Background: an optimization exercise with open tools, aiming at small area and a short achievable clock period. Do not read the settings as production practice.
Function was checked by simulation only, so behaviour that the tests miss may differ from the original.
Power and IR drop assume default switching activity.

## flow/design.v (module list and top-level ports; edited modules follow where they fit)
// module ysyx_22040365_if: 48 lines
// module ysyx_22040365_ifid_reg: 265 lines
// module ysyx_22040365_regfile: 77 lines
// module ysyx_22040365_idex_reg: 284 lines
// module ysyx_22040365_ex: 141 lines
// module ysyx_22040365_mdu: 143 lines
// module ysyx_22040365_exmem_reg: 60 lines
// module ysyx_22040365_mem: 65 lines
// module ysyx_22040365_memwb_reg: 31 lines
// module ysyx_22040365_stall: 43 lines
// module ysyx_22040365_cpu_top: 275 lines
module ysyx_22040365_cpu_top(
input                                    rst,
input                                    clk,
output [63 : 0]          imem_pc,
input  [63 : 0]          imem_rdata,
output                                   dmem_en,
output                                   dmem_wen,
output [63 : 0]          dmem_addr,
output [63 : 0]          dmem_wmask,
output [63 : 0]          dmem_wdata,
input  [63 : 0]          dmem_rdata,
output                                   wb_en,
output [4 : 0]                           wb_addr,
output [63 : 0]          wb_data
);
  // ...
==> flow/flow/run.sh <==
#!/bin/bash
# Own flow: the standard layout (standard synthesis, floorplan, place, CTS, route),
# with the resizer's timing repair asked to leave a setup margin, so that it shortens
# the critical paths below the clock period. The SDC and the period are unchanged.
set -euo pipefail
bash standard.sh SETUP_SLACK_MARGIN=398 finish > standard_flow.log 2>&1
==> flow/standard.sh <==
#!/bin/bash
# synth_recipe.tcl (not shown) runs the flow's synth.tcl, then flattens the netlist and writes it again
# the make line also repeats each setting of config.mk as NAME=value (left out here)
make -C /OpenROAD-flow-scripts/flow DESIGN_CONFIG=/design/flow/config.mk WORK_HOME=/design/flow/orfs CLKGATE_MAP_FILE= SYNTH_SCRIPT=/design/flow/synth_recipe.tcl "${@:-finish}"
==> flow/config.mk <==
export PLATFORM = sky130hd
export DESIGN_NAME = ysyx_22040365_cpu_top
export DESIGN_NICKNAME = ysyx_22040365_cpu_top
export VERILOG_FILES = /design/flow/design.v
export SDC_FILE = /design/flow/constraint.sdc
export NUM_CORES = 8
export LEC_CHECK = 0
export ABC_AREA = 1
export CAP_MARGIN = 20
export CORE_MARGIN = 2
export CORE_UTILIZATION = 38
export SLEW_MARGIN = 20
==> flow/constraint.sdc <==
create_clock -name core_clock -period 500.0 [get_ports {clk}]
set_input_delay 100.0000 -clock core_clock [delete_from_list [all_inputs] [get_ports {clk}]]
set_output_delay 100.0000 -clock core_clock [all_outputs]
set_load 0.01 [all_outputs]
==> qor_table.md, run 1 <==
| Result | Reported |
| --- | --- |
| Peak supply drop | 9.97 mV |
| Seq power | 285 uW |
| Startpoint of the lowest-slack register-to-register path | u3_ysyx_22040365_regfile.rs1_addr_34[4] |
| Layout check failures | capacitance limit, slew limit |
| Relative contribution of the clock network to total power | 0 |
| Antenna diode instance count | 314 |
| Final Slew Violations | 4 |
| Maxcap violations | 1 |
| EDFF count, synth | 2108 |
| Die outline width | 990 microns |
| DRT Pass-1 Iters | 9 |
| Final Cycle Share | 0.214 |
| Ys async rst share | 0 |
| Cell-internal power | 1850000 uW |
| Sequential element share of the synthesized area | 0.206 |
| Switching pwr | 3140000 uW |
| Post-cts resize count | 3502 |
| Startpoint of the most critical hold path | u2_ysyx_22040365_ifid_reg.pc_r[11] |
| Share of final layout cell area taken by non-clock buffers | 0.0848 |
| Status | complete, but fails checks |
| Global-route track usage on met2 | 0.655 |
| Area overhead of the layout relative to synthesis | 18.3% |
| Worst EP arrival | 107.86 ns |
| DR iter-0 viols | 59600 |
| Setup repair after global routing missed its margin | true |
| Root buffer selected by CTS | sky130_fd_sc_hd__clkbuf_16 |
| Worst stage delay on the critical path | 1.06 ns |
| Finished layout cell area | 437000 sq um |
| Floorplan Core Area | 971000 sq um |
| Number of nets in the synthesized netlist | 54200 |
| Commonest non-fill, non-tap cell in the layout | sky130_fd_sc_hd__nand2_1 |
| Layout clock buffer count | 375 |
| Register with the most flip-flops | u3_ysyx_22040365_regfile.regs |
==> run 2: changes to the inputs <==
--- a/flow/design.v
+++ b/flow/design.v
@@ -421,6 +421,8 @@
   output reg   [63 : 0]   pc_45,         
   input        [4  : 0]                   rs1_addr_34,
   input        [4  : 0]                   rs2_addr_34,
+  input        [4  : 0]                   rs1_addr_23,
+  input        [4  : 0]                   rs2_addr_23,
   input                                   rd_en_56,
   input        [4  : 0]                   rd_addr_56,
   input        [63 : 0]   ex_data_56,  
@@ -472,12 +474,29 @@
     rs2_addr34_latency     <= rs2_addr_34;
   end
 end
-assign  op1_successive_mem  = op1_bypass_mem_latency && op2_bypass_mem&&(rs1_addr34_latency==rs1_addr_34);
-assign  op2_successive_mem  = op2_bypass_mem_latency && op1_bypass_mem&&(rs2_addr34_latency==rs2_addr_34); 
-assign  op1_bypass_mem = ((rd_en_78 == 1'b1) && (rd_addr_78 == rs1_addr_34) && (rd_addr_78 != 5'b00000) ) ? 1'b1 : 1'b0;
-assign  op2_bypass_mem = ((rd_en_78 == 1'b1) && (rd_addr_78 == rs2_addr_34) && (rd_addr_78 != 5'b00000) ) ? 1'b1 : 1'b0;
-assign  op1_bypass_ex  = ((rd_en_56 == 1'b1) && (rd_addr_56 == rs1_addr_34) && (rd_addr_56 != 5'b00000) ) ? 1'b1 : 1'b0;
-assign  op2_bypass_ex  = ((rd_en_56 == 1'b1) && (rd_addr_56 == rs2_addr_34) && (rd_addr_56 != 5'b00000) ) ? 1'b1 : 1'b0;
+wire [4:0] n_rs1_34   = stall_mem_ex ? rs1_addr_34 : rs1_addr_23;
+wire [4:0] n_rs2_34   = stall_mem_ex ? rs2_addr_34 : rs2_addr_23;
+wire       n_rd_en_56   = rst ? 1'b0 : stall_mem_ex1 ? rd_en_56   : (pc_reset ? 1'b0 : rd_en_34);
+wire [4:0] n_rd_addr_56 = rst ? 5'd0 : stall_mem_ex1 ? rd_addr_56 : (pc_reset ? 5'd0 : rd_addr_34);
+wire       n_rd_en_78   = rst ? 1'b0 : rd_en_56;
+wire [4:0] n_rd_addr_78 = rst ? 5'd0 : rd_addr_56;
+wire [4:0] n_rs1_lat  = rst ? 5'd0 : rs1_addr_34;
+wire [4:0] n_rs2_lat  = rst ? 5'd0 : rs2_addr_34;
+reg r_b1ex, r_b2ex, r_b1mem, r_b2mem, r_lat1, r_lat2;
+always @(posedge clk) begin
+  r_b1ex  <= n_rd_en_56 && (n_rd_addr_56 == n_rs1_34) && (n_rd_addr_56 != 5'd0);
+  r_b2ex  <= n_rd_en_56 && (n_rd_addr_56 == n_rs2_34) && (n_rd_addr_56 != 5'd0);
+  r_b1mem <= n_rd_en_78 && (n_rd_addr_78 == n_rs1_34) && (n_rd_addr_78 != 5'd0);
+  r_b2mem <= n_rd_en_78 && (n_rd_addr_78 == n_rs2_34) && (n_rd_addr_78 != 5'd0);
+  r_lat1  <= (n_rs1_lat == n_rs1_34);
+  r_lat2  <= (n_rs2_lat == n_rs2_34);
+end
+assign  op1_successive_mem  = op1_bypass_mem_latency && op2_bypass_mem && r_lat1;
+assign  op2_successive_mem  = op2_bypass_mem_latency && op1_bypass_mem && r_lat2;
+assign  op1_bypass_mem = r_b1mem;
+assign  op2_bypass_mem = r_b2mem;
+assign  op1_bypass_ex  = r_b1ex;
+assign  op2_bypass_ex  = r_b2ex;
 always@ (*) begin
 	if( pc_reset == 1'b1 )begin
                 rs1_data = 64'h00000000_00000000;
@@ -926,16 +945,48 @@
   wire [67:0] mj = (sy & cy) | (sy & tt) | (cy & tt);
   assign C[j] = {mj[66:0], sg};
   wire [8:0] ua = sy[65:57]; wire [8:0] ub = cy[65:57];
-  wire [8:0] ap = ua ^ ub; wire [8:0] ag = ua & ub;
-  wire g1_0 = ag[1] | ap[1]&ag[0];
-  wire g3_2 = ag[3] | ap[3]&ag[2]; wire p3_2 = ap[3]&ap[2];
-  wire g5_4 = ag[5] | ap[5]&ag[4]; wire p5_4 = ap[5]&ap[4];
-  wire g7_6 = ag[7] | ap[7]&ag[6]; wire p7_6 = ap[7]&ap[6];
-  wire g2_0 = ag[2] | ap[2]&g1_0; wire g3_0 = g3_2 | p3_2&g1_0;
-  wire g7_4 = g7_6 | p7_6&g5_4; wire p7_4 = p7_6&p5_4;
-  wire g6_4 = ag[6] | ap[6]&g5_4; wire p6_4 = ap[6]&p5_4;
-  wire g4_0 = ag[4] | ap[4]&g3_0; wire g5_0 = g5_4 | p5_4&g3_0; wire g6_0 = g6_4 | p6_4&g3_0; wire g7_0 = g7_4 | p7_4&g3_0;
-  wire [8:0] a9 = ap ^ {g7_0, g6_0, g5_0, g4_0, g3_0, g2_0, g1_0, ag[0], 1'b0};
+  wire [8:0] kp0 = ua ^ ub; wire [8:0] kg0 = ua & ub;
+  wire [8:0] kg1, kp1;
+  assign kg1[0] = kg0[0]; assign kp1[0] = kp0[0];
+  assign kg1[1] = kg0[1] | (kp0[1] & kg0[0]); assign kp1[1] = kp0[1] & kp0[0];
+  assign kg1[2] = kg0[2] | (kp0[2] & kg0[1]); assign kp1[2] = kp0[2] & kp0[1];
+  assign kg1[3] = kg0[3] | (kp0[3] & kg0[2]); assign kp1[3] = kp0[3] & kp0[2];
+  assign kg1[4] = kg0[4] | (kp0[4] & kg0[3]); assign kp1[4] = kp0[4] & kp0[3];
+  assign kg1[5] = kg0[5] | (kp0[5] & kg0[4]); assign kp1[5] = kp0[5] & kp0[4];
+  assign kg1[6] = kg0[6] | (kp0[6] & kg0[5]); assign kp1[6] = kp0[6] & kp0[5];
+  assign kg1[7] = kg0[7] | (kp0[7] & kg0[6]); assign kp1[7] = kp0[7] & kp0[6];
+  assign kg1[8] = kg0[8] | (kp0[8] & kg0[7]); assign kp1[8] = kp0[8] & kp0[7];
+  wire [8:0] kg2, kp2;
+  assign kg2[0] = kg1[0]; assign kp2[0] = kp1[0];
+  assign kg2[1] = kg1[1]; assign kp2[1] = kp1[1];
+  assign kg2[2] = kg1[2] | (kp1[2] & kg1[0]); assign kp2[2] = kp1[2] & kp1[0];
+  assign kg2[3] = kg1[3] | (kp1[3] & kg1[1]); assign kp2[3] = kp1[3] & kp1[1];
+  assign kg2[4] = kg1[4] | (kp1[4] & kg1[2]); assign kp2[4] = kp1[4] & kp1[2];
+  assign kg2[5] = kg1[5] | (kp1[5] & kg1[3]); assign kp2[5] = kp1[5] & kp1[3];
+  assign kg2[6] = kg1[6] | (kp1[6] & kg1[4]); assign kp2[6] = kp1[6] & kp1[4];
+  assign kg2[7] = kg1[7] | (kp1[7] & kg1[5]); assign kp2[7] = kp1[7] & kp1[5];
+  assign kg2[8] = kg1[8] | (kp1[8] & kg1[6]); assign kp2[8] = kp1[8] & kp1[6];
+  wire [8:0] kg3, kp3;
+  assign kg3[0] = kg2[0]; assign kp3[0] = kp2[0];
+  assign kg3[1] = kg2[1]; assign kp3[1] = kp2[1];
+  assign kg3[2] = kg2[2]; assign kp3[2] = kp2[2];
+  assign kg3[3] = kg2[3]; assign kp3[3] = kp2[3];
+  assign kg3[4] = kg2[4] | (kp2[4] & kg2[0]); assign kp3[4] = kp2[4] & kp2[0];
+  assign kg3[5] = kg2[5] | (kp2[5] & kg2[1]); assign kp3[5] = kp2[5] & kp2[1];
+  assign kg3[6] = kg2[6] | (kp2[6] & kg2[2]); assign kp3[6] = kp2[6] & kp2[2];
+  assign kg3[7] = kg2[7] | (kp2[7] & kg2[3]); assign kp3[7] = kp2[7] & kp2[3];
+  assign kg3[8] = kg2[8] | (kp2[8] & kg2[4]); assign kp3[8] = kp2[8] & kp2[4];
+  wire [8:0] kg4, kp4;
+  assign kg4[0] = kg3[0]; assign kp4[0] = kp3[0];
+  assign kg4[1] = kg3[1]; assign kp4[1] = kp3[1];
+  assign kg4[2] = kg3[2]; assign kp4[2] = kp3[2];
+  assign kg4[3] = kg3[3]; assign kp4[3] = kp3[3];
+  assign kg4[4] = kg3[4]; assign kp4[4] = kp3[4];
+  assign kg4[5] = kg3[5]; assign kp4[5] = kp3[5];
+  assign kg4[6] = kg3[6]; assign kp4[6] = kp3[6];
+  assign kg4[7] = kg3[7]; assign kp4[7] = kp3[7];
+  assign kg4[8] = kg3[8] | (kp3[8] & kg3[0]); assign kp4[8] = kp3[8] & kp3[0];
+  wire [8:0] a9 = kp0 ^ {kg4[7:0], 1'b0};
   wire [8:0] w1 = dd1[65:57]; wire [8:0] w2 = dd2[65:57];
   wire zz = ~(p1|p2|n1|n2);
   wire [8:0] xp = ({9{p2}} & (a9 ^ ~w2)) | ({9{p1}} & (a9 ^ ~w1)) | ({9{zz}} & a9) | ({9{n1}} & (a9 ^ w1)) | ({9{n2}} & (a9 ^ w2));
@@ -952,12 +1003,411 @@
   assign Qp[2*(33-j)+1 : 2*(33-j)] = {p2, p1};
   assign Qn[2*(33-j)+1 : 2*(33-j)] = {n2, n1};
 end endgenerate
-wire [67:0] R = S[33] + C[33] + {67'b0, ~md & cc[33]};
+wire cin_m = ~md & cc[33];
+wire [67:0] R = S[33] + C[33] + {67'b0, cin_m};
 assign hi = R[63:0];
 wire neg = R[67];
-wire [67:0] R2 = S[33] + C[33] + dd1;
-wire [63:0] Rc = neg ? R2[63:0] : R[63:0];
-wire [63:0] Qv = Qp[63:0] - Qn[63:0] - {63'b0, neg};
+wire [67:0] R2w = S[33] + C[33] + dd1;
+wire [63:0] R2 = R2w[63:0];
+wire [63:0] Rc = neg ? R2 : R[63:0];
+wire [63:0] qn_n = ~Qn[63:0];
+wire [63:0] qp_l = Qp[63:0];
+  wire [63:0] fq_p = qp_l ^ qn_n; wire [63:0] fq_g = qp_l & qn_n;
+  wire [63:0] fq_G0 = fq_g, fq_P0 = fq_p;
+  wire [63:0] fq_G1, fq_P1;
+  assign fq_G1[0] = fq_G0[0]; assign fq_P1[0] = fq_P0[0];
+  assign fq_G1[1] = fq_G0[1] | (fq_P0[1] & fq_G0[0]); assign fq_P1[1] = fq_P0[1] & fq_P0[0];
+  assign fq_G1[2] = fq_G0[2]; assign fq_P1[2] = fq_P0[2];
+  assign fq_G1[3] = fq_G0[3] | (fq_P0[3] & fq_G0[2]); assign fq_P1[3] = fq_P0[3] & fq_P0[2];
+  assign fq_G1[4] = fq_G0[4]; assign fq_P1[4] = fq_P0[4];
+  assign fq_G1[5] = fq_G0[5] | (fq_P0[5] & fq_G0[4]); assign fq_P1[5] = fq_P0[5] & fq_P0[4];
+  assign fq_G1[6] = fq_G0[6]; assign fq_P1[6] = fq_P0[6];
+  assign fq_G1[7] = fq_G0[7] | (fq_P0[7] & fq_G0[6]); assign fq_P1[7] = fq_P0[7] & fq_P0[6];
+  assign fq_G1[8] = fq_G0[8]; assign fq_P1[8] = fq_P0[8];
+  assign fq_G1[9] = fq_G0[9] | (fq_P0[9] & fq_G0[8]); assign fq_P1[9] = fq_P0[9] & fq_P0[8];
+  assign fq_G1[10] = fq_G0[10]; assign fq_P1[10] = fq_P0[10];
+  assign fq_G1[11] = fq_G0[11] | (fq_P0[11] & fq_G0[10]); assign fq_P1[11] = fq_P0[11] & fq_P0[10];
+  assign fq_G1[12] = fq_G0[12]; assign fq_P1[12] = fq_P0[12];
+  assign fq_G1[13] = fq_G0[13] | (fq_P0[13] & fq_G0[12]); assign fq_P1[13] = fq_P0[13] & fq_P0[12];
+  assign fq_G1[14] = fq_G0[14]; assign fq_P1[14] = fq_P0[14];
+  assign fq_G1[15] = fq_G0[15] | (fq_P0[15] & fq_G0[14]); assign fq_P1[15] = fq_P0[15] & fq_P0[14];
+  assign fq_G1[16] = fq_G0[16]; assign fq_P1[16] = fq_P0[16];
+  assign fq_G1[17] = fq_G0[17] | (fq_P0[17] & fq_G0[16]); assign fq_P1[17] = fq_P0[17] & fq_P0[16];
+  assign fq_G1[18] = fq_G0[18]; assign fq_P1[18] = fq_P0[18];
+  assign fq_G1[19] = fq_G0[19] | (fq_P0[19] & fq_G0[18]); assign fq_P1[19] = fq_P0[19] & fq_P0[18];
+  assign fq_G1[20] = fq_G0[20]; assign fq_P1[20] = fq_P0[20];
+  assign fq_G1[21] = fq_G0[21] | (fq_P0[21] & fq_G0[20]); assign fq_P1[21] = fq_P0[21] & fq_P0[20];
+  assign fq_G1[22] = fq_G0[22]; assign fq_P1[22] = fq_P0[22];
+  assign fq_G1[23] = fq_G0[23] | (fq_P0[23] & fq_G0[22]); assign fq_P1[23] = fq_P0[23] & fq_P0[22];
+  assign fq_G1[24] = fq_G0[24]; assign fq_P1[24] = fq_P0[24];
+  assign fq_G1[25] = fq_G0[25] | (fq_P0[25] & fq_G0[24]); assign fq_P1[25] = fq_P0[25] & fq_P0[24];
+  assign fq_G1[26] = fq_G0[26]; assign fq_P1[26] = fq_P0[26];
+  assign fq_G1[27] = fq_G0[27] | (fq_P0[27] & fq_G0[26]); assign fq_P1[27] = fq_P0[27] & fq_P0[26];
+  assign fq_G1[28] = fq_G0[28]; assign fq_P1[28] = fq_P0[28];
+  assign fq_G1[29] = fq_G0[29] | (fq_P0[29] & fq_G0[28]); assign fq_P1[29] = fq_P0[29] & fq_P0[28];
+  assign fq_G1[30] = fq_G0[30]; assign fq_P1[30] = fq_P0[30];
+  assign fq_G1[31] = fq_G0[31] | (fq_P0[31] & fq_G0[30]); assign fq_P1[31] = fq_P0[31] & fq_P0[30];
+  assign fq_G1[32] = fq_G0[32]; assign fq_P1[32] = fq_P0[32];
+  assign fq_G1[33] = fq_G0[33] | (fq_P0[33] & fq_G0[32]); assign fq_P1[33] = fq_P0[33] & fq_P0[32];
+  assign fq_G1[34] = fq_G0[34]; assign fq_P1[34] = fq_P0[34];
+  assign fq_G1[35] = fq_G0[35] | (fq_P0[35] & fq_G0[34]); assign fq_P1[35] = fq_P0[35] & fq_P0[34];
+  assign fq_G1[36] = fq_G0[36]; assign fq_P1[36] = fq_P0[36];
+  assign fq_G1[37] = fq_G0[37] | (fq_P0[37] & fq_G0[36]); assign fq_P1[37] = fq_P0[37] & fq_P0[36];
+  assign fq_G1[38] = fq_G0[38]; assign fq_P1[38] = fq_P0[38];
+  assign fq_G1[39] = fq_G0[39] | (fq_P0[39] & fq_G0[38]); assign fq_P1[39] = fq_P0[39] & fq_P0[38];
+  assign fq_G1[40] = fq_G0[40]; assign fq_P1[40] = fq_P0[40];
+  assign fq_G1[41] = fq_G0[41] | (fq_P0[41] & fq_G0[40]); assign fq_P1[41] = fq_P0[41] & fq_P0[40];
+  assign fq_G1[42] = fq_G0[42]; assign fq_P1[42] = fq_P0[42];
+  assign fq_G1[43] = fq_G0[43] | (fq_P0[43] & fq_G0[42]); assign fq_P1[43] = fq_P0[43] & fq_P0[42];
+  assign fq_G1[44] = fq_G0[44]; assign fq_P1[44] = fq_P0[44];
+  assign fq_G1[45] = fq_G0[45] | (fq_P0[45] & fq_G0[44]); assign fq_P1[45] = fq_P0[45] & fq_P0[44];
+  assign fq_G1[46] = fq_G0[46]; assign fq_P1[46] = fq_P0[46];
+  assign fq_G1[47] = fq_G0[47] | (fq_P0[47] & fq_G0[46]); assign fq_P1[47] = fq_P0[47] & fq_P0[46];
+  assign fq_G1[48] = fq_G0[48]; assign fq_P1[48] = fq_P0[48];
+  assign fq_G1[49] = fq_G0[49] | (fq_P0[49] & fq_G0[48]); assign fq_P1[49] = fq_P0[49] & fq_P0[48];
+  assign fq_G1[50] = fq_G0[50]; assign fq_P1[50] = fq_P0[50];
+  assign fq_G1[51] = fq_G0[51] | (fq_P0[51] & fq_G0[50]); assign fq_P1[51] = fq_P0[51] & fq_P0[50];
+  assign fq_G1[52] = fq_G0[52]; assign fq_P1[52] = fq_P0[52];
+  assign fq_G1[53] = fq_G0[53] | (fq_P0[53] & fq_G0[52]); assign fq_P1[53] = fq_P0[53] & fq_P0[52];
+  assign fq_G1[54] = fq_G0[54]; assign fq_P1[54] = fq_P0[54];
+  assign fq_G1[55] = fq_G0[55] | (fq_P0[55] & fq_G0[54]); assign fq_P1[55] = fq_P0[55] & fq_P0[54];
+  assign fq_G1[56] = fq_G0[56]; assign fq_P1[56] = fq_P0[56];
+  assign fq_G1[57] = fq_G0[57] | (fq_P0[57] & fq_G0[56]); assign fq_P1[57] = fq_P0[57] & fq_P0[56];
+  assign fq_G1[58] = fq_G0[58]; assign fq_P1[58] = fq_P0[58];
+  assign fq_G1[59] = fq_G0[59] | (fq_P0[59] & fq_G0[58]); assign fq_P1[59] = fq_P0[59] & fq_P0[58];
+  assign fq_G1[60] = fq_G0[60]; assign fq_P1[60] = fq_P0[60];
+  assign fq_G1[61] = fq_G0[61] | (fq_P0[61] & fq_G0[60]); assign fq_P1[61] = fq_P0[61] & fq_P0[60];
+  assign fq_G1[62] = fq_G0[62]; assign fq_P1[62] = fq_P0[62];
+  assign fq_G1[63] = fq_G0[63] | (fq_P0[63] & fq_G0[62]); assign fq_P1[63] = fq_P0[63] & fq_P0[62];
+  wire [63:0] fq_G2, fq_P2;
+  assign fq_G2[0] = fq_G1[0]; assign fq_P2[0] = fq_P1[0];
+  assign fq_G2[1] = fq_G1[1]; assign fq_P2[1] = fq_P1[1];
+  assign fq_G2[2] = fq_G1[2] | (fq_P1[2] & fq_G1[1]); assign fq_P2[2] = fq_P1[2] & fq_P1[1];
+  assign fq_G2[3] = fq_G1[3] | (fq_P1[3] & fq_G1[1]); assign fq_P2[3] = fq_P1[3] & fq_P1[1];
+  assign fq_G2[4] = fq_G1[4]; assign fq_P2[4] = fq_P1[4];
+  assign fq_G2[5] = fq_G1[5]; assign fq_P2[5] = fq_P1[5];
+  assign fq_G2[6] = fq_G1[6] | (fq_P1[6] & fq_G1[5]); assign fq_P2[6] = fq_P1[6] & fq_P1[5];
+  assign fq_G2[7] = fq_G1[7] | (fq_P1[7] & fq_G1[5]); assign fq_P2[7] = fq_P1[7] & fq_P1[5];
+  assign fq_G2[8] = fq_G1[8]; assign fq_P2[8] = fq_P1[8];
+  assign fq_G2[9] = fq_G1[9]; assign fq_P2[9] = fq_P1[9];
+  assign fq_G2[10] = fq_G1[10] | (fq_P1[10] & fq_G1[9]); assign fq_P2[10] = fq_P1[10] & fq_P1[9];
+  assign fq_G2[11] = fq_G1[11] | (fq_P1[11] & fq_G1[9]); assign fq_P2[11] = fq_P1[11] & fq_P1[9];
+  assign fq_G2[12] = fq_G1[12]; assign fq_P2[12] = fq_P1[12];
+  assign fq_G2[13] = fq_G1[13]; assign fq_P2[13] = fq_P1[13];
+  assign fq_G2[14] = fq_G1[14] | (fq_P1[14] & fq_G1[13]); assign fq_P2[14] = fq_P1[14] & fq_P1[13];
+  assign fq_G2[15] = fq_G1[15] | (fq_P1[15] & fq_G1[13]); assign fq_P2[15] = fq_P1[15] & fq_P1[13];
+  assign fq_G2[16] = fq_G1[16]; assign fq_P2[16] = fq_P1[16];
+  assign fq_G2[17] = fq_G1[17]; assign fq_P2[17] = fq_P1[17];
+  assign fq_G2[18] = fq_G1[18] | (fq_P1[18] & fq_G1[17]); assign fq_P2[18] = fq_P1[18] & fq_P1[17];
+  assign fq_G2[19] = fq_G1[19] | (fq_P1[19] & fq_G1[17]); assign fq_P2[19] = fq_P1[19] & fq_P1[17];
+  assign fq_G2[20] = fq_G1[20]; assign fq_P2[20] = fq_P1[20];
+  assign fq_G2[21] = fq_G1[21]; assign fq_P2[21] = fq_P1[21];
+  assign fq_G2[22] = fq_G1[22] | (fq_P1[22] & fq_G1[21]); assign fq_P2[22] = fq_P1[22] & fq_P1[21];
+  assign fq_G2[23] = fq_G1[23] | (fq_P1[23] & fq_G1[21]); assign fq_P2[23] = fq_P1[23] & fq_P1[21];
+  assign fq_G2[24] = fq_G1[24]; assign fq_P2[24] = fq_P1[24];
+  assign fq_G2[25] = fq_G1[25]; assign fq_P2[25] = fq_P1[25];
+  assign fq_G2[26] = fq_G1[26] | (fq_P1[26] & fq_G1[25]); assign fq_P2[26] = fq_P1[26] & fq_P1[25];
+  assign fq_G2[27] = fq_G1[27] | (fq_P1[27] & fq_G1[25]); assign fq_P2[27] = fq_P1[27] & fq_P1[25];
+  assign fq_G2[28] = fq_G1[28]; assign fq_P2[28] = fq_P1[28];
+  assign fq_G2[29] = fq_G1[29]; assign fq_P2[29] = fq_P1[29];
+  assign fq_G2[30] = fq_G1[30] | (fq_P1[30] & fq_G1[29]); assign fq_P2[30] = fq_P1[30] & fq_P1[29];
+  assign fq_G2[31] = fq_G1[31] | (fq_P1[31] & fq_G1[29]); assign fq_P2[31] = fq_P1[31] & fq_P1[29];
+  assign fq_G2[32] = fq_G1[32]; assign fq_P2[32] = fq_P1[32];
+  assign fq_G2[33] = fq_G1[33]; assign fq_P2[33] = fq_P1[33];
+  assign fq_G2[34] = fq_G1[34] | (fq_P1[34] & fq_G1[33]); assign fq_P2[34] = fq_P1[34] & fq_P1[33];
+  assign fq_G2[35] = fq_G1[35] | (fq_P1[35] & fq_G1[33]); assign fq_P2[35] = fq_P1[35] & fq_P1[33];
+  assign fq_G2[36] = fq_G1[36]; assign fq_P2[36] = fq_P1[36];
+  assign fq_G2[37] = fq_G1[37]; assign fq_P2[37] = fq_P1[37];
+  assign fq_G2[38] = fq_G1[38] | (fq_P1[38] & fq_G1[37]); assign fq_P2[38] = fq_P1[38] & fq_P1[37];
+  assign fq_G2[39] = fq_G1[39] | (fq_P1[39] & fq_G1[37]); assign fq_P2[39] = fq_P1[39] & fq_P1[37];
+  assign fq_G2[40] = fq_G1[40]; assign fq_P2[40] = fq_P1[40];
+  assign fq_G2[41] = fq_G1[41]; assign fq_P2[41] = fq_P1[41];
+  assign fq_G2[42] = fq_G1[42] | (fq_P1[42] & fq_G1[41]); assign fq_P2[42] = fq_P1[42] & fq_P1[41];
+  assign fq_G2[43] = fq_G1[43] | (fq_P1[43] & fq_G1[41]); assign fq_P2[43] = fq_P1[43] & fq_P1[41];
+  assign fq_G2[44] = fq_G1[44]; assign fq_P2[44] = fq_P1[44];
+  assign fq_G2[45] = fq_G1[45]; assign fq_P2[45] = fq_P1[45];
+  assign fq_G2[46] = fq_G1[46] | (fq_P1[46] & fq_G1[45]); assign fq_P2[46] = fq_P1[46] & fq_P1[45];
+  assign fq_G2[47] = fq_G1[47] | (fq_P1[47] & fq_G1[45]); assign fq_P2[47] = fq_P1[47] & fq_P1[45];
+  assign fq_G2[48] = fq_G1[48]; assign fq_P2[48] = fq_P1[48];
+  assign fq_G2[49] = fq_G1[49]; assign fq_P2[49] = fq_P1[49];
+  assign fq_G2[50] = fq_G1[50] | (fq_P1[50] & fq_G1[49]); assign fq_P2[50] = fq_P1[50] & fq_P1[49];
+  assign fq_G2[51] = fq_G1[51] | (fq_P1[51] & fq_G1[49]); assign fq_P2[51] = fq_P1[51] & fq_P1[49];
+  assign fq_G2[52] = fq_G1[52]; assign fq_P2[52] = fq_P1[52];
+  assign fq_G2[53] = fq_G1[53]; assign fq_P2[53] = fq_P1[53];
+  assign fq_G2[54] = fq_G1[54] | (fq_P1[54] & fq_G1[53]); assign fq_P2[54] = fq_P1[54] & fq_P1[53];
+  assign fq_G2[55] = fq_G1[55] | (fq_P1[55] & fq_G1[53]); assign fq_P2[55] = fq_P1[55] & fq_P1[53];
+  assign fq_G2[56] = fq_G1[56]; assign fq_P2[56] = fq_P1[56];
+  assign fq_G2[57] = fq_G1[57]; assign fq_P2[57] = fq_P1[57];
+  assign fq_G2[58] = fq_G1[58] | (fq_P1[58] & fq_G1[57]); assign fq_P2[58] = fq_P1[58] & fq_P1[57];
+  assign fq_G2[59] = fq_G1[59] | (fq_P1[59] & fq_G1[57]); assign fq_P2[59] = fq_P1[59] & fq_P1[57];
+  assign fq_G2[60] = fq_G1[60]; assign fq_P2[60] = fq_P1[60];
+  assign fq_G2[61] = fq_G1[61]; assign fq_P2[61] = fq_P1[61];
+  assign fq_G2[62] = fq_G1[62] | (fq_P1[62] & fq_G1[61]); assign fq_P2[62] = fq_P1[62] & fq_P1[61];
+  assign fq_G2[63] = fq_G1[63] | (fq_P1[63] & fq_G1[61]); assign fq_P2[63] = fq_P1[63] & fq_P1[61];
+  wire [63:0] fq_G3, fq_P3;
+  assign fq_G3[0] = fq_G2[0]; assign fq_P3[0] = fq_P2[0];
+  assign fq_G3[1] = fq_G2[1]; assign fq_P3[1] = fq_P2[1];
+  assign fq_G3[2] = fq_G2[2]; assign fq_P3[2] = fq_P2[2];
+  assign fq_G3[3] = fq_G2[3]; assign fq_P3[3] = fq_P2[3];
+  assign fq_G3[4] = fq_G2[4] | (fq_P2[4] & fq_G2[3]); assign fq_P3[4] = fq_P2[4] & fq_P2[3];
+  assign fq_G3[5] = fq_G2[5] | (fq_P2[5] & fq_G2[3]); assign fq_P3[5] = fq_P2[5] & fq_P2[3];
+  assign fq_G3[6] = fq_G2[6] | (fq_P2[6] & fq_G2[3]); assign fq_P3[6] = fq_P2[6] & fq_P2[3];
+  assign fq_G3[7] = fq_G2[7] | (fq_P2[7] & fq_G2[3]); assign fq_P3[7] = fq_P2[7] & fq_P2[3];
+  assign fq_G3[8] = fq_G2[8]; assign fq_P3[8] = fq_P2[8];
+  assign fq_G3[9] = fq_G2[9]; assign fq_P3[9] = fq_P2[9];
+  assign fq_G3[10] = fq_G2[10]; assign fq_P3[10] = fq_P2[10];
+  assign fq_G3[11] = fq_G2[11]; assign fq_P3[11] = fq_P2[11];
+  assign fq_G3[12] = fq_G2[12] | (fq_P2[12] & fq_G2[11]); assign fq_P3[12] = fq_P2[12] & fq_P2[11];
+  assign fq_G3[13] = fq_G2[13] | (fq_P2[13] & fq_G2[11]); assign fq_P3[13] = fq_P2[13] & fq_P2[11];
+  assign fq_G3[14] = fq_G2[14] | (fq_P2[14] & fq_G2[11]); assign fq_P3[14] = fq_P2[14] & fq_P2[11];
+  assign fq_G3[15] = fq_G2[15] | (fq_P2[15] & fq_G2[11]); assign fq_P3[15] = fq_P2[15] & fq_P2[11];
+  assign fq_G3[16] = fq_G2[16]; assign fq_P3[16] = fq_P2[16];
+  assign fq_G3[17] = fq_G2[17]; assign fq_P3[17] = fq_P2[17];
+  assign fq_G3[18] = fq_G2[18]; assign fq_P3[18] = fq_P2[18];
+  assign fq_G3[19] = fq_G2[19]; assign fq_P3[19] = fq_P2[19];
+  assign fq_G3[20] = fq_G2[20] | (fq_P2[20] & fq_G2[19]); assign fq_P3[20] = fq_P2[20] & fq_P2[19];
+  assign fq_G3[21] = fq_G2[21] | (fq_P2[21] & fq_G2[19]); assign fq_P3[21] = fq_P2[21] & fq_P2[19];
+  assign fq_G3[22] = fq_G2[22] | (fq_P2[22] & fq_G2[19]); assign fq_P3[22] = fq_P2[22] & fq_P2[19];
+  assign fq_G3[23] = fq_G2[23] | (fq_P2[23] & fq_G2[19]); assign fq_P3[23] = fq_P2[23] & fq_P2[19];
+  assign fq_G3[24] = fq_G2[24]; assign fq_P3[24] = fq_P2[24];
+  assign fq_G3[25] = fq_G2[25]; assign fq_P3[25] = fq_P2[25];
+  assign fq_G3[26] = fq_G2[26]; assign fq_P3[26] = fq_P2[26];
+  assign fq_G3[27] = fq_G2[27]; assign fq_P3[27] = fq_P2[27];
+  assign fq_G3[28] = fq_G2[28] | (fq_P2[28] & fq_G2[27]); assign fq_P3[28] = fq_P2[28] & fq_P2[27];
+  assign fq_G3[29] = fq_G2[29] | (fq_P2[29] & fq_G2[27]); assign fq_P3[29] = fq_P2[29] & fq_P2[27];
+  assign fq_G3[30] = fq_G2[30] | (fq_P2[30] & fq_G2[27]); assign fq_P3[30] = fq_P2[30] & fq_P2[27];
+  assign fq_G3[31] = fq_G2[31] | (fq_P2[31] & fq_G2[27]); assign fq_P3[31] = fq_P2[31] & fq_P2[27];
+  assign fq_G3[32] = fq_G2[32]; assign fq_P3[32] = fq_P2[32];
+  assign fq_G3[33] = fq_G2[33]; assign fq_P3[33] = fq_P2[33];
+  assign fq_G3[34] = fq_G2[34]; assign fq_P3[34] = fq_P2[34];
+  assign fq_G3[35] = fq_G2[35]; assign fq_P3[35] = fq_P2[35];
+  assign fq_G3[36] = fq_G2[36] | (fq_P2[36] & fq_G2[35]); assign fq_P3[36] = fq_P2[36] & fq_P2[35];
+  assign fq_G3[37] = fq_G2[37] | (fq_P2[37] & fq_G2[35]); assign fq_P3[37] = fq_P2[37] & fq_P2[35];
+  assign fq_G3[38] = fq_G2[38] | (fq_P2[38] & fq_G2[35]); assign fq_P3[38] = fq_P2[38] & fq_P2[35];
+  assign fq_G3[39] = fq_G2[39] | (fq_P2[39] & fq_G2[35]); assign fq_P3[39] = fq_P2[39] & fq_P2[35];
+  assign fq_G3[40] = fq_G2[40]; assign fq_P3[40] = fq_P2[40];
+  assign fq_G3[41] = fq_G2[41]; assign fq_P3[41] = fq_P2[41];
+  assign fq_G3[42] = fq_G2[42]; assign fq_P3[42] = fq_P2[42];
+  assign fq_G3[43] = fq_G2[43]; assign fq_P3[43] = fq_P2[43];
+  assign fq_G3[44] = fq_G2[44] | (fq_P2[44] & fq_G2[43]); assign fq_P3[44] = fq_P2[44] & fq_P2[43];
+  assign fq_G3[45] = fq_G2[45] | (fq_P2[45] & fq_G2[43]); assign fq_P3[45] = fq_P2[45] & fq_P2[43];
+  assign fq_G3[46] = fq_G2[46] | (fq_P2[46] & fq_G2[43]); assign fq_P3[46] = fq_P2[46] & fq_P2[43];
+  assign fq_G3[47] = fq_G2[47] | (fq_P2[47] & fq_G2[43]); assign fq_P3[47] = fq_P2[47] & fq_P2[43];
+  assign fq_G3[48] = fq_G2[48]; assign fq_P3[48] = fq_P2[48];
+  assign fq_G3[49] = fq_G2[49]; assign fq_P3[49] = fq_P2[49];
+  assign fq_G3[50] = fq_G2[50]; assign fq_P3[50] = fq_P2[50];
+  assign fq_G3[51] = fq_G2[51]; assign fq_P3[51] = fq_P2[51];
+  assign fq_G3[52] = fq_G2[52] | (fq_P2[52] & fq_G2[51]); assign fq_P3[52] = fq_P2[52] & fq_P2[51];
+  assign fq_G3[53] = fq_G2[53] | (fq_P2[53] & fq_G2[51]); assign fq_P3[53] = fq_P2[53] & fq_P2[51];
+  assign fq_G3[54] = fq_G2[54] | (fq_P2[54] & fq_G2[51]); assign fq_P3[54] = fq_P2[54] & fq_P2[51];
+  assign fq_G3[55] = fq_G2[55] | (fq_P2[55] & fq_G2[51]); assign fq_P3[55] = fq_P2[55] & fq_P2[51];
+  assign fq_G3[56] = fq_G2[56]; assign fq_P3[56] = fq_P2[56];
+  assign fq_G3[57] = fq_G2[57]; assign fq_P3[57] = fq_P2[57];
+  assign fq_G3[58] = fq_G2[58]; assign fq_P3[58] = fq_P2[58];
+  assign fq_G3[59] = fq_G2[59]; assign fq_P3[59] = fq_P2[59];
+  assign fq_G3[60] = fq_G2[60] | (fq_P2[60] & fq_G2[59]); assign fq_P3[60] = fq_P2[60] & fq_P2[59];
+  assign fq_G3[61] = fq_G2[61] | (fq_P2[61] & fq_G2[59]); assign fq_P3[61] = fq_P2[61] & fq_P2[59];
+  assign fq_G3[62] = fq_G2[62] | (fq_P2[62] & fq_G2[59]); assign fq_P3[62] = fq_P2[62] & fq_P2[59];
+  assign fq_G3[63] = fq_G2[63] | (fq_P2[63] & fq_G2[59]); assign fq_P3[63] = fq_P2[63] & fq_P2[59];
+  wire [63:0] fq_G4, fq_P4;
+  assign fq_G4[0] = fq_G3[0]; assign fq_P4[0] = fq_P3[0];
+  assign fq_G4[1] = fq_G3[1]; assign fq_P4[1] = fq_P3[1];
+  assign fq_G4[2] = fq_G3[2]; assign fq_P4[2] = fq_P3[2];
+  assign fq_G4[3] = fq_G3[3]; assign fq_P4[3] = fq_P3[3];
+  assign fq_G4[4] = fq_G3[4]; assign fq_P4[4] = fq_P3[4];
+  assign fq_G4[5] = fq_G3[5]; assign fq_P4[5] = fq_P3[5];
+  assign fq_G4[6] = fq_G3[6]; assign fq_P4[6] = fq_P3[6];
+  assign fq_G4[7] = fq_G3[7]; assign fq_P4[7] = fq_P3[7];
+  assign fq_G4[8] = fq_G3[8] | (fq_P3[8] & fq_G3[7]); assign fq_P4[8] = fq_P3[8] & fq_P3[7];
+  assign fq_G4[9] = fq_G3[9] | (fq_P3[9] & fq_G3[7]); assign fq_P4[9] = fq_P3[9] & fq_P3[7];
+  assign fq_G4[10] = fq_G3[10] | (fq_P3[10] & fq_G3[7]); assign fq_P4[10] = fq_P3[10] & fq_P3[7];
+  assign fq_G4[11] = fq_G3[11] | (fq_P3[11] & fq_G3[7]); assign fq_P4[11] = fq_P3[11] & fq_P3[7];
+  assign fq_G4[12] = fq_G3[12] | (fq_P3[12] & fq_G3[7]); assign fq_P4[12] = fq_P3[12] & fq_P3[7];
+  assign fq_G4[13] = fq_G3[13] | (fq_P3[13] & fq_G3[7]); assign fq_P4[13] = fq_P3[13] & fq_P3[7];
+  assign fq_G4[14] = fq_G3[14] | (fq_P3[14] & fq_G3[7]); assign fq_P4[14] = fq_P3[14] & fq_P3[7];
+  assign fq_G4[15] = fq_G3[15] | (fq_P3[15] & fq_G3[7]); assign fq_P4[15] = fq_P3[15] & fq_P3[7];
+  assign fq_G4[16] = fq_G3[16]; assign fq_P4[16] = fq_P3[16];
+  assign fq_G4[17] = fq_G3[17]; assign fq_P4[17] = fq_P3[17];
+  assign fq_G4[18] = fq_G3[18]; assign fq_P4[18] = fq_P3[18];
+  assign fq_G4[19] = fq_G3[19]; assign fq_P4[19] = fq_P3[19];
+  assign fq_G4[20] = fq_G3[20]; assign fq_P4[20] = fq_P3[20];
+  assign fq_G4[21] = fq_G3[21]; assign fq_P4[21] = fq_P3[21];
+  assign fq_G4[22] = fq_G3[22]; assign fq_P4[22] = fq_P3[22];
+  assign fq_G4[23] = fq_G3[23]; assign fq_P4[23] = fq_P3[23];
+  assign fq_G4[24] = fq_G3[24] | (fq_P3[24] & fq_G3[23]); assign fq_P4[24] = fq_P3[24] & fq_P3[23];
+  assign fq_G4[25] = fq_G3[25] | (fq_P3[25] & fq_G3[23]); assign fq_P4[25] = fq_P3[25] & fq_P3[23];
+  assign fq_G4[26] = fq_G3[26] | (fq_P3[26] & fq_G3[23]); assign fq_P4[26] = fq_P3[26] & fq_P3[23];
+  assign fq_G4[27] = fq_G3[27] | (fq_P3[27] & fq_G3[23]); assign fq_P4[27] = fq_P3[27] & fq_P3[23];
+  assign fq_G4[28] = fq_G3[28] | (fq_P3[28] & fq_G3[23]); assign fq_P4[28] = fq_P3[28] & fq_P3[23];
+  assign fq_G4[29] = fq_G3[29] | (fq_P3[29] & fq_G3[23]); assign fq_P4[29] = fq_P3[29] & fq_P3[23];
+  assign fq_G4[30] = fq_G3[30] | (fq_P3[30] & fq_G3[23]); assign fq_P4[30] = fq_P3[30] & fq_P3[23];
+  assign fq_G4[31] = fq_G3[31] | (fq_P3[31] & fq_G3[23]); assign fq_P4[31] = fq_P3[31] & fq_P3[23];
+  assign fq_G4[32] = fq_G3[32]; assign fq_P4[32] = fq_P3[32];
+  assign fq_G4[33] = fq_G3[33]; assign fq_P4[33] = fq_P3[33];
+  assign fq_G4[34] = fq_G3[34]; assign fq_P4[34] = fq_P3[34];
+  assign fq_G4[35] = fq_G3[35]; assign fq_P4[35] = fq_P3[35];
+  assign fq_G4[36] = fq_G3[36]; assign fq_P4[36] = fq_P3[36];
+  assign fq_G4[37] = fq_G3[37]; assign fq_P4[37] = fq_P3[37];
+  assign fq_G4[38] = fq_G3[38]; assign fq_P4[38] = fq_P3[38];
+  assign fq_G4[39] = fq_G3[39]; assign fq_P4[39] = fq_P3[39];
+  assign fq_G4[40] = fq_G3[40] | (fq_P3[40] & fq_G3[39]); assign fq_P4[40] = fq_P3[40] & fq_P3[39];
+  assign fq_G4[41] = fq_G3[41] | (fq_P3[41] & fq_G3[39]); assign fq_P4[41] = fq_P3[41] & fq_P3[39];
+  assign fq_G4[42] = fq_G3[42] | (fq_P3[42] & fq_G3[39]); assign fq_P4[42] = fq_P3[42] & fq_P3[39];
+  assign fq_G4[43] = fq_G3[43] | (fq_P3[43] & fq_G3[39]); assign fq_P4[43] = fq_P3[43] & fq_P3[39];
+  assign fq_G4[44] = fq_G3[44] | (fq_P3[44] & fq_G3[39]); assign fq_P4[44] = fq_P3[44] & fq_P3[39];
+  assign fq_G4[45] = fq_G3[45] | (fq_P3[45] & fq_G3[39]); assign fq_P4[45] = fq_P3[45] & fq_P3[39];
+  assign fq_G4[46] = fq_G3[46] | (fq_P3[46] & fq_G3[39]); assign fq_P4[46] = fq_P3[46] & fq_P3[39];
+  assign fq_G4[47] = fq_G3[47] | (fq_P3[47] & fq_G3[39]); assign fq_P4[47] = fq_P3[47] & fq_P3[39];
+  assign fq_G4[48] = fq_G3[48]; assign fq_P4[48] = fq_P3[48];
+  assign fq_G4[49] = fq_G3[49]; assign fq_P4[49] = fq_P3[49];
+  assign fq_G4[50] = fq_G3[50]; assign fq_P4[50] = fq_P3[50];
+  assign fq_G4[51] = fq_G3[51]; assign fq_P4[51] = fq_P3[51];
+  assign fq_G4[52] = fq_G3[52]; assign fq_P4[52] = fq_P3[52];
+  assign fq_G4[53] = fq_G3[53]; assign fq_P4[53] = fq_P3[53];
+  assign fq_G4[54] = fq_G3[54]; assign fq_P4[54] = fq_P3[54];
+  assign fq_G4[55] = fq_G3[55]; assign fq_P4[55] = fq_P3[55];
+  assign fq_G4[56] = fq_G3[56] | (fq_P3[56] & fq_G3[55]); assign fq_P4[56] = fq_P3[56] & fq_P3[55];
+  assign fq_G4[57] = fq_G3[57] | (fq_P3[57] & fq_G3[55]); assign fq_P4[57] = fq_P3[57] & fq_P3[55];
+  assign fq_G4[58] = fq_G3[58] | (fq_P3[58] & fq_G3[55]); assign fq_P4[58] = fq_P3[58] & fq_P3[55];
+  assign fq_G4[59] = fq_G3[59] | (fq_P3[59] & fq_G3[55]); assign fq_P4[59] = fq_P3[59] & fq_P3[55];
+  assign fq_G4[60] = fq_G3[60] | (fq_P3[60] & fq_G3[55]); assign fq_P4[60] = fq_P3[60] & fq_P3[55];
+  assign fq_G4[61] = fq_G3[61] | (fq_P3[61] & fq_G3[55]); assign fq_P4[61] = fq_P3[61] & fq_P3[55];
+  assign fq_G4[62] = fq_G3[62] | (fq_P3[62] & fq_G3[55]); assign fq_P4[62] = fq_P3[62] & fq_P3[55];
+  assign fq_G4[63] = fq_G3[63] | (fq_P3[63] & fq_G3[55]); assign fq_P4[63] = fq_P3[63] & fq_P3[55];
+  wire [63:0] fq_G5, fq_P5;
+  assign fq_G5[0] = fq_G4[0]; assign fq_P5[0] = fq_P4[0];
+  assign fq_G5[1] = fq_G4[1]; assign fq_P5[1] = fq_P4[1];
+  assign fq_G5[2] = fq_G4[2]; assign fq_P5[2] = fq_P4[2];
+  assign fq_G5[3] = fq_G4[3]; assign fq_P5[3] = fq_P4[3];
+  assign fq_G5[4] = fq_G4[4]; assign fq_P5[4] = fq_P4[4];
+  assign fq_G5[5] = fq_G4[5]; assign fq_P5[5] = fq_P4[5];
+  assign fq_G5[6] = fq_G4[6]; assign fq_P5[6] = fq_P4[6];
+  assign fq_G5[7] = fq_G4[7]; assign fq_P5[7] = fq_P4[7];
+  assign fq_G5[8] = fq_G4[8]; assign fq_P5[8] = fq_P4[8];
+  assign fq_G5[9] = fq_G4[9]; assign fq_P5[9] = fq_P4[9];
+  assign fq_G5[10] = fq_G4[10]; assign fq_P5[10] = fq_P4[10];
+  assign fq_G5[11] = fq_G4[11]; assign fq_P5[11] = fq_P4[11];
+  assign fq_G5[12] = fq_G4[12]; assign fq_P5[12] = fq_P4[12];
+  assign fq_G5[13] = fq_G4[13]; assign fq_P5[13] = fq_P4[13];
+  assign fq_G5[14] = fq_G4[14]; assign fq_P5[14] = fq_P4[14];
+  assign fq_G5[15] = fq_G4[15]; assign fq_P5[15] = fq_P4[15];
+  assign fq_G5[16] = fq_G4[16] | (fq_P4[16] & fq_G4[15]); assign fq_P5[16] = fq_P4[16] & fq_P4[15];
+  assign fq_G5[17] = fq_G4[17] | (fq_P4[17] & fq_G4[15]); assign fq_P5[17] = fq_P4[17] & fq_P4[15];
+  assign fq_G5[18] = fq_G4[18] | (fq_P4[18] & fq_G4[15]); assign fq_P5[18] = fq_P4[18] & fq_P4[15];
+  assign fq_G5[19] = fq_G4[19] | (fq_P4[19] & fq_G4[15]); assign fq_P5[19] = fq_P4[19] & fq_P4[15];
+  assign fq_G5[20] = fq_G4[20] | (fq_P4[20] & fq_G4[15]); assign fq_P5[20] = fq_P4[20] & fq_P4[15];
+  assign fq_G5[21] = fq_G4[21] | (fq_P4[21] & fq_G4[15]); assign fq_P5[21] = fq_P4[21] & fq_P4[15];
+  assign fq_G5[22] = fq_G4[22] | (fq_P4[22] & fq_G4[15]); assign fq_P5[22] = fq_P4[22] & fq_P4[15];
+  assign fq_G5[23] = fq_G4[23] | (fq_P4[23] & fq_G4[15]); assign fq_P5[23] = fq_P4[23] & fq_P4[15];
+  assign fq_G5[24] = fq_G4[24] | (fq_P4[24] & fq_G4[15]); assign fq_P5[24] = fq_P4[24] & fq_P4[15];
+  assign fq_G5[25] = fq_G4[25] | (fq_P4[25] & fq_G4[15]); assign fq_P5[25] = fq_P4[25] & fq_P4[15];
+  assign fq_G5[26] = fq_G4[26] | (fq_P4[26] & fq_G4[15]); assign fq_P5[26] = fq_P4[26] & fq_P4[15];
+  assign fq_G5[27] = fq_G4[27] | (fq_P4[27] & fq_G4[15]); assign fq_P5[27] = fq_P4[27] & fq_P4[15];
+  assign fq_G5[28] = fq_G4[28] | (fq_P4[28] & fq_G4[15]); assign fq_P5[28] = fq_P4[28] & fq_P4[15];
+  assign fq_G5[29] = fq_G4[29] | (fq_P4[29] & fq_G4[15]); assign fq_P5[29] = fq_P4[29] & fq_P4[15];
+  assign fq_G5[30] = fq_G4[30] | (fq_P4[30] & fq_G4[15]); assign fq_P5[30] = fq_P4[30] & fq_P4[15];
+  assign fq_G5[31] = fq_G4[31] | (fq_P4[31] & fq_G4[15]); assign fq_P5[31] = fq_P4[31] & fq_P4[15];
+  assign fq_G5[32] = fq_G4[32]; assign fq_P5[32] = fq_P4[32];
+  assign fq_G5[33] = fq_G4[33]; assign fq_P5[33] = fq_P4[33];
+  assign fq_G5[34] = fq_G4[34]; assign fq_P5[34] = fq_P4[34];
+  assign fq_G5[35] = fq_G4[35]; assign fq_P5[35] = fq_P4[35];
+  assign fq_G5[36] = fq_G4[36]; assign fq_P5[36] = fq_P4[36];
+  assign fq_G5[37] = fq_G4[37]; assign fq_P5[37] = fq_P4[37];
+  assign fq_G5[38] = fq_G4[38]; assign fq_P5[38] = fq_P4[38];
+  assign fq_G5[39] = fq_G4[39]; assign fq_P5[39] = fq_P4[39];
+  assign fq_G5[40] = fq_G4[40]; assign fq_P5[40] = fq_P4[40];
+  assign fq_G5[41] = fq_G4[41]; assign fq_P5[41] = fq_P4[41];
+  assign fq_G5[42] = fq_G4[42]; assign fq_P5[42] = fq_P4[42];
+  assign fq_G5[43] = fq_G4[43]; assign fq_P5[43] = fq_P4[43];
+  assign fq_G5[44] = fq_G4[44]; assign fq_P5[44] = fq_P4[44];
+  assign fq_G5[45] = fq_G4[45]; assign fq_P5[45] = fq_P4[45];
+  assign fq_G5[46] = fq_G4[46]; assign fq_P5[46] = fq_P4[46];
+  assign fq_G5[47] = fq_G4[47]; assign fq_P5[47] = fq_P4[47];
+  assign fq_G5[48] = fq_G4[48] | (fq_P4[48] & fq_G4[47]); assign fq_P5[48] = fq_P4[48] & fq_P4[47];
+  assign fq_G5[49] = fq_G4[49] | (fq_P4[49] & fq_G4[47]); assign fq_P5[49] = fq_P4[49] & fq_P4[47];
+  assign fq_G5[50] = fq_G4[50] | (fq_P4[50] & fq_G4[47]); assign fq_P5[50] = fq_P4[50] & fq_P4[47];
+  assign fq_G5[51] = fq_G4[51] | (fq_P4[51] & fq_G4[47]); assign fq_P5[51] = fq_P4[51] & fq_P4[47];
+  assign fq_G5[52] = fq_G4[52] | (fq_P4[52] & fq_G4[47]); assign fq_P5[52] = fq_P4[52] & fq_P4[47];
+  assign fq_G5[53] = fq_G4[53] | (fq_P4[53] & fq_G4[47]); assign fq_P5[53] = fq_P4[53] & fq_P4[47];
+  assign fq_G5[54] = fq_G4[54] | (fq_P4[54] & fq_G4[47]); assign fq_P5[54] = fq_P4[54] & fq_P4[47];
+  assign fq_G5[55] = fq_G4[55] | (fq_P4[55] & fq_G4[47]); assign fq_P5[55] = fq_P4[55] & fq_P4[47];
+  assign fq_G5[56] = fq_G4[56] | (fq_P4[56] & fq_G4[47]); assign fq_P5[56] = fq_P4[56] & fq_P4[47];
+  assign fq_G5[57] = fq_G4[57] | (fq_P4[57] & fq_G4[47]); assign fq_P5[57] = fq_P4[57] & fq_P4[47];
+  assign fq_G5[58] = fq_G4[58] | (fq_P4[58] & fq_G4[47]); assign fq_P5[58] = fq_P4[58] & fq_P4[47];
+  assign fq_G5[59] = fq_G4[59] | (fq_P4[59] & fq_G4[47]); assign fq_P5[59] = fq_P4[59] & fq_P4[47];
+  assign fq_G5[60] = fq_G4[60] | (fq_P4[60] & fq_G4[47]); assign fq_P5[60] = fq_P4[60] & fq_P4[47];
+  assign fq_G5[61] = fq_G4[61] | (fq_P4[61] & fq_G4[47]); assign fq_P5[61] = fq_P4[61] & fq_P4[47];
+  assign fq_G5[62] = fq_G4[62] | (fq_P4[62] & fq_G4[47]); assign fq_P5[62] = fq_P4[62] & fq_P4[47];
+  assign fq_G5[63] = fq_G4[63] | (fq_P4[63] & fq_G4[47]); assign fq_P5[63] = fq_P4[63] & fq_P4[47];
+  wire [63:0] fq_G6, fq_P6;
+  assign fq_G6[0] = fq_G5[0]; assign fq_P6[0] = fq_P5[0];
+  assign fq_G6[1] = fq_G5[1]; assign fq_P6[1] = fq_P5[1];
+  assign fq_G6[2] = fq_G5[2]; assign fq_P6[2] = fq_P5[2];
+  assign fq_G6[3] = fq_G5[3]; assign fq_P6[3] = fq_P5[3];
+  assign fq_G6[4] = fq_G5[4]; assign fq_P6[4] = fq_P5[4];
+  assign fq_G6[5] = fq_G5[5]; assign fq_P6[5] = fq_P5[5];
+  assign fq_G6[6] = fq_G5[6]; assign fq_P6[6] = fq_P5[6];
+  assign fq_G6[7] = fq_G5[7]; assign fq_P6[7] = fq_P5[7];
+  assign fq_G6[8] = fq_G5[8]; assign fq_P6[8] = fq_P5[8];
+  assign fq_G6[9] = fq_G5[9]; assign fq_P6[9] = fq_P5[9];
+  assign fq_G6[10] = fq_G5[10]; assign fq_P6[10] = fq_P5[10];
+  assign fq_G6[11] = fq_G5[11]; assign fq_P6[11] = fq_P5[11];
+  assign fq_G6[12] = fq_G5[12]; assign fq_P6[12] = fq_P5[12];
+  assign fq_G6[13] = fq_G5[13]; assign fq_P6[13] = fq_P5[13];
+  assign fq_G6[14] = fq_G5[14]; assign fq_P6[14] = fq_P5[14];
+  assign fq_G6[15] = fq_G5[15]; assign fq_P6[15] = fq_P5[15];
+  assign fq_G6[16] = fq_G5[16]; assign fq_P6[16] = fq_P5[16];
+  assign fq_G6[17] = fq_G5[17]; assign fq_P6[17] = fq_P5[17];
+  assign fq_G6[18] = fq_G5[18]; assign fq_P6[18] = fq_P5[18];
+  assign fq_G6[19] = fq_G5[19]; assign fq_P6[19] = fq_P5[19];
+  assign fq_G6[20] = fq_G5[20]; assign fq_P6[20] = fq_P5[20];
+  assign fq_G6[21] = fq_G5[21]; assign fq_P6[21] = fq_P5[21];
+  assign fq_G6[22] = fq_G5[22]; assign fq_P6[22] = fq_P5[22];
+  assign fq_G6[23] = fq_G5[23]; assign fq_P6[23] = fq_P5[23];
+  assign fq_G6[24] = fq_G5[24]; assign fq_P6[24] = fq_P5[24];
+  assign fq_G6[25] = fq_G5[25]; assign fq_P6[25] = fq_P5[25];
+  assign fq_G6[26] = fq_G5[26]; assign fq_P6[26] = fq_P5[26];
+  assign fq_G6[27] = fq_G5[27]; assign fq_P6[27] = fq_P5[27];
+  assign fq_G6[28] = fq_G5[28]; assign fq_P6[28] = fq_P5[28];
+  assign fq_G6[29] = fq_G5[29]; assign fq_P6[29] = fq_P5[29];
+  assign fq_G6[30] = fq_G5[30]; assign fq_P6[30] = fq_P5[30];
+  assign fq_G6[31] = fq_G5[31]; assign fq_P6[31] = fq_P5[31];
+  assign fq_G6[32] = fq_G5[32] | (fq_P5[32] & fq_G5[31]); assign fq_P6[32] = fq_P5[32] & fq_P5[31];
+  assign fq_G6[33] = fq_G5[33] | (fq_P5[33] & fq_G5[31]); assign fq_P6[33] = fq_P5[33] & fq_P5[31];
+  assign fq_G6[34] = fq_G5[34] | (fq_P5[34] & fq_G5[31]); assign fq_P6[34] = fq_P5[34] & fq_P5[31];
+  assign fq_G6[35] = fq_G5[35] | (fq_P5[35] & fq_G5[31]); assign fq_P6[35] = fq_P5[35] & fq_P5[31];
+  assign fq_G6[36] = fq_G5[36] | (fq_P5[36] & fq_G5[31]); assign fq_P6[36] = fq_P5[36] & fq_P5[31];
+  assign fq_G6[37] = fq_G5[37] | (fq_P5[37] & fq_G5[31]); assign fq_P6[37] = fq_P5[37] & fq_P5[31];
+  assign fq_G6[38] = fq_G5[38] | (fq_P5[38] & fq_G5[31]); assign fq_P6[38] = fq_P5[38] & fq_P5[31];
+  assign fq_G6[39] = fq_G5[39] | (fq_P5[39] & fq_G5[31]); assign fq_P6[39] = fq_P5[39] & fq_P5[31];
+  assign fq_G6[40] = fq_G5[40] | (fq_P5[40] & fq_G5[31]); assign fq_P6[40] = fq_P5[40] & fq_P5[31];
+  assign fq_G6[41] = fq_G5[41] | (fq_P5[41] & fq_G5[31]); assign fq_P6[41] = fq_P5[41] & fq_P5[31];
+  assign fq_G6[42] = fq_G5[42] | (fq_P5[42] & fq_G5[31]); assign fq_P6[42] = fq_P5[42] & fq_P5[31];
+  assign fq_G6[43] = fq_G5[43] | (fq_P5[43] & fq_G5[31]); assign fq_P6[43] = fq_P5[43] & fq_P5[31];
+  assign fq_G6[44] = fq_G5[44] | (fq_P5[44] & fq_G5[31]); assign fq_P6[44] = fq_P5[44] & fq_P5[31];
+  assign fq_G6[45] = fq_G5[45] | (fq_P5[45] & fq_G5[31]); assign fq_P6[45] = fq_P5[45] & fq_P5[31];
+  assign fq_G6[46] = fq_G5[46] | (fq_P5[46] & fq_G5[31]); assign fq_P6[46] = fq_P5[46] & fq_P5[31];
+  assign fq_G6[47] = fq_G5[47] | (fq_P5[47] & fq_G5[31]); assign fq_P6[47] = fq_P5[47] & fq_P5[31];
+  assign fq_G6[48] = fq_G5[48] | (fq_P5[48] & fq_G5[31]); assign fq_P6[48] = fq_P5[48] & fq_P5[31];
+  assign fq_G6[49] = fq_G5[49] | (fq_P5[49] & fq_G5[31]); assign fq_P6[49] = fq_P5[49] & fq_P5[31];
+  assign fq_G6[50] = fq_G5[50] | (fq_P5[50] & fq_G5[31]); assign fq_P6[50] = fq_P5[50] & fq_P5[31];
+  assign fq_G6[51] = fq_G5[51] | (fq_P5[51] & fq_G5[31]); assign fq_P6[51] = fq_P5[51] & fq_P5[31];
+  assign fq_G6[52] = fq_G5[52] | (fq_P5[52] & fq_G5[31]); assign fq_P6[52] = fq_P5[52] & fq_P5[31];
+  assign fq_G6[53] = fq_G5[53] | (fq_P5[53] & fq_G5[31]); assign fq_P6[53] = fq_P5[53] & fq_P5[31];
+  assign fq_G6[54] = fq_G5[54] | (fq_P5[54] & fq_G5[31]); assign fq_P6[54] = fq_P5[54] & fq_P5[31];
+  assign fq_G6[55] = fq_G5[55] | (fq_P5[55] & fq_G5[31]); assign fq_P6[55] = fq_P5[55] & fq_P5[31];
+  assign fq_G6[56] = fq_G5[56] | (fq_P5[56] & fq_G5[31]); assign fq_P6[56] = fq_P5[56] & fq_P5[31];
+  assign fq_G6[57] = fq_G5[57] | (fq_P5[57] & fq_G5[31]); assign fq_P6[57] = fq_P5[57] & fq_P5[31];
+  assign fq_G6[58] = fq_G5[58] | (fq_P5[58] & fq_G5[31]); assign fq_P6[58] = fq_P5[58] & fq_P5[31];
+  assign fq_G6[59] = fq_G5[59] | (fq_P5[59] & fq_G5[31]); assign fq_P6[59] = fq_P5[59] & fq_P5[31];
+  assign fq_G6[60] = fq_G5[60] | (fq_P5[60] & fq_G5[31]); assign fq_P6[60] = fq_P5[60] & fq_P5[31];
+  assign fq_G6[61] = fq_G5[61] | (fq_P5[61] & fq_G5[31]); assign fq_P6[61] = fq_P5[61] & fq_P5[31];
+  assign fq_G6[62] = fq_G5[62] | (fq_P5[62] & fq_G5[31]); assign fq_P6[62] = fq_P5[62] & fq_P5[31];
+  assign fq_G6[63] = fq_G5[63] | (fq_P5[63] & fq_G5[31]); assign fq_P6[63] = fq_P5[63] & fq_P5[31];
+  wire [63:0] fq_c = {fq_G6[62:0] | (fq_P6[62:0] & {63{~neg}}), ~neg};
+  wire fq_co = fq_G6[63] | (fq_P6[63] & ~neg);
+  wire [63:0] fq_s = fq_p ^ fq_c;
+wire [63:0] Qv = fq_s;
 wire [63:0] rr = Rc >> s;
 assign q = bz ? {64{1'b1}} : Qv;
 assign r = bz ? a : rr;
@@ -1342,6 +1792,8 @@
     .pc_45           (pc_45), 
     .rs1_addr_34     (rs1_addr_34),
     .rs2_addr_34     (rs2_addr_34),
+    .rs1_addr_23     (rs1_addr_23),
+    .rs2_addr_23     (rs2_addr_23),
     .rd_en_56        (rd_en_56),
     .rd_addr_56      (rd_addr_56),
     .ex_data_56      (ex_data_56),  
==> flow/run.sh (new file) <==
#!/bin/bash
# synth_recipe.tcl (not shown) runs the flow's synth.tcl, then flattens the netlist and writes it again
# the make line also repeats each setting of config.mk as NAME=value (left out here)
make -C /OpenROAD-flow-scripts/flow DESIGN_CONFIG=/design/flow/config.mk WORK_HOME=/design/flow/orfs CLKGATE_MAP_FILE= SYNTH_SCRIPT=/design/flow/synth_recipe.tcl finish
--- a/flow/config.mk
+++ b/flow/config.mk
@@ -6,7 +6,7 @@
 export NUM_CORES = 8
 export LEC_CHECK = 0
 export ABC_AREA = 1
-export CAP_MARGIN = 20
+export CAP_MARGIN = 40
 export CORE_MARGIN = 2
 export CORE_UTILIZATION = 38
-export SLEW_MARGIN = 20
+export SLEW_MARGIN = 30
removed: flow/flow/run.sh
removed: flow/standard.sh
==> run 2 against run 1 <==
Effect of this change: combinational power decreased by 29%; routed wire length decreased by 6.5%; clock skew decreased by 0.0054 ns; the run now finishes clean; critical path depth increased by 2; critical endpoint is now u5_ysyx_22040365_ex.pc_change[3].
==> qor_table.md, run 2 <==
| Result | Reported | vs previous |
| --- | --- | --- |
| Final Cycle Share | 0.282 | was 0.214 |
| Combinational power | 3540000 uW | was 4990000 uW |
| Overall global routing resource usage | 0.421 | was 0.449 |
| Number of nets in the synthesized netlist | 54500 | was 54200 |
| Dominant power group | combinational cells | unchanged |
| Maximum buffer depth of the clock tree | 4 | unchanged |
| Relative contribution of the clock network to total power | 0 | about the same |
| Element type at the critical path start | flop | unchanged |
| Hold-fix buffers, CTS | 0 | unchanged |
| Setup repair after global routing missed its margin | false | was true |
| Startpoint of the lowest-slack register-to-register path | u4_ysyx_22040365_idex_reg.r_lat2 | was u3_ysyx_22040365_regfile.rs1_addr_34[4] |
| Seq power | 276 uW |  |
| Status | timing/DRC/antenna clean | was complete, but fails checks |
| Count of yosys warnings during synthesis | 12 | unchanged |
| Worst stage delay on the critical path | 0.89 ns | was 1.06 ns |
| Peak supply drop | 6.29 mV | was 9.97 mV |
| Sequential element share of the synthesized area | 0.205 | was 0.206 |
| Post-Route WL | 2170 mm | was 2320 mm |
| Vias per inst | 6.30 | was 6.27 |
| Post-synth design cell area | 370000 sq um | about the same |
| Ys async rst share | 0 | unchanged |
| DRT Pass-1 Iters | 10 | was 9 |
| First-pass GRT wire length | 2930 mm | was 3100 mm |
| Required time reported for the critical path endpoint | 500.79 ns | was 500.83 ns |
| Floorplan Core Area | 971000 sq um | about the same |
| Leading post-synthesis cells by instance count | sky130_fd_sc_hd__nand2_1, sky130_fd_sc_hd__inv_1, sky130_fd_sc_hd__o21ai_0 | unchanged |
| Die outline width | 991 microns | was 990 microns |
| Commonest non-fill, non-tap cell in the layout | sky130_fd_sc_hd__nand2_1 | unchanged |
| Maxcap violations | 0 | was 1 |
| Area overhead of the layout relative to synthesis | 8.52% | was 18.3% |
| Root buffer selected by CTS | sky130_fd_sc_hd__clkbuf_16 | unchanged |
| Proportion of layout cells with a drive suffix above 1 | 0.107 | was 0.192 |
| Cell-internal power | 1170000 uW | was 1850000 uW |
| Worst EP arrival | 141.90 ns | was 107.86 ns |
| Number of flip-flops in the largest register | 1984 | unchanged |
| Final Slew Violations | 0 | was 4 |
| Clock-pin slew on the worst setup and hold paths | 0.06 ns | was 0.07 ns |
| Antenna violations before repair | 291 | was 346 |
| Startpoint of the most critical hold path | u2_ysyx_22040365_ifid_reg.pc_r[20] | was u2_ysyx_22040365_ifid_reg.pc_r[11] |
| Post-cts resize count | 0 | was 3502 |
| DR iter-0 viols | 66200 | was 59600 |
| Post-CTS setup buffer count | 0 | was 950 |
| Largest fanout of any net on the critical path | 67 | was 32 |
| Register with the most flip-flops | u3_ysyx_22040365_regfile.regs | unchanged |
| End of the worst register-to-register path | u5_ysyx_22040365_ex.pc_change[3] | was u5_ysyx_22040365_ex.ex_data_56[54] |
| Leading cell types in the layout, fill and taps excluded | sky130_fd_sc_hd__nand2_1, sky130_fd_sc_hd__inv_1, sky130_fd_sc_hd__o21ai_0 | unchanged |
| Switching pwr | 2370000 uW | was 3140000 uW |
| # DRC | 0 | unchanged |
| EDFF count, synth | 2098 | was 2108 |
==> run 2: logic make-up (layout without fill, tap and decap cells) <==
logic type,Yosys count,after routing,share of synthesized area
AO/OA/AOI/OAI,12100,12100,0.197
XOR/XNOR,2740,2740,0.0649
adder cells (fa/ha/maj),3982,3982,0.178
buffers and inverters,9068,8193,0.106
flip-flops,2746,2746,0.205
multiplexers,178,178,0.00485
other,0,233,0
AND/OR/NAND/NOR,19600,19600,0.244
==> run 2: layout make-up <==
class | instances | area share
Timing Repair Buffer | 2069 | 0.0476
Inverter | 5590 | 0.0542
Clock buffer | 378 | 0.0199
Sequential cell | 2746 | 0.189
Multi-Input combinational cell | 38600 | 0.643
Tap cell | 12900 | 0.0403
Clock inverter | 156 | 0.00428
Antenna cell | 233 | 0.00145
==> run 2: routing by layer <==
| layer | up-vias | share of wire | routed length (microns) | GRT usage |
|---|---|---|---|---|
| met5 | - | 0.0011 | 2470 | 0.00971 |
| li1 | 167000 | - | - | - |
| met4 | 184 | 0.084 | 181000 | 0.286 |
| met1 | 191000 | 0.38 | 828000 | 0.543 |
| met2 | 30400 | 0.38 | 830000 | 0.564 |
| met3 | 5708 | 0.15 | 328000 | 0.177 |
==> run 2: stage by stage <==
stage,instances,instance area [sq um],hold WS (ns),util
after floorplan,50400,370000,0.374,-
after global placement,61600,386000,0.406,0.398
after detailed placement,61800,389000,0.410,0.401
after CTS,62300,399000,0.421,0.411
after global routing,62500,401000,0.429,0.413
final,62700,401000,0.419,0.413

-- what the ideal ports hide --
How much do the figures lean on ideal ports? The routed layouts below were timed once more, with nothing changed but the port constraints.
Step 1: set_driving_cell puts a clkbuf_16 on clk and a buf_2 on each other input, an assumption about the parent block.
Step 2 times the ports against the registers' clock, not the clock port: input delays grow and output delays shrink by t, the midpoint of the rising clock arrivals with the driver on.
Three values: no drivers, after step 1, after step 2; two values: the first two.
run | t, ns | setup slack, ns
run 1 | 1.092 | 392.979 / 392.979 / 392.979
run 2 | 1.101 | 358.889 / 358.889 / 358.889
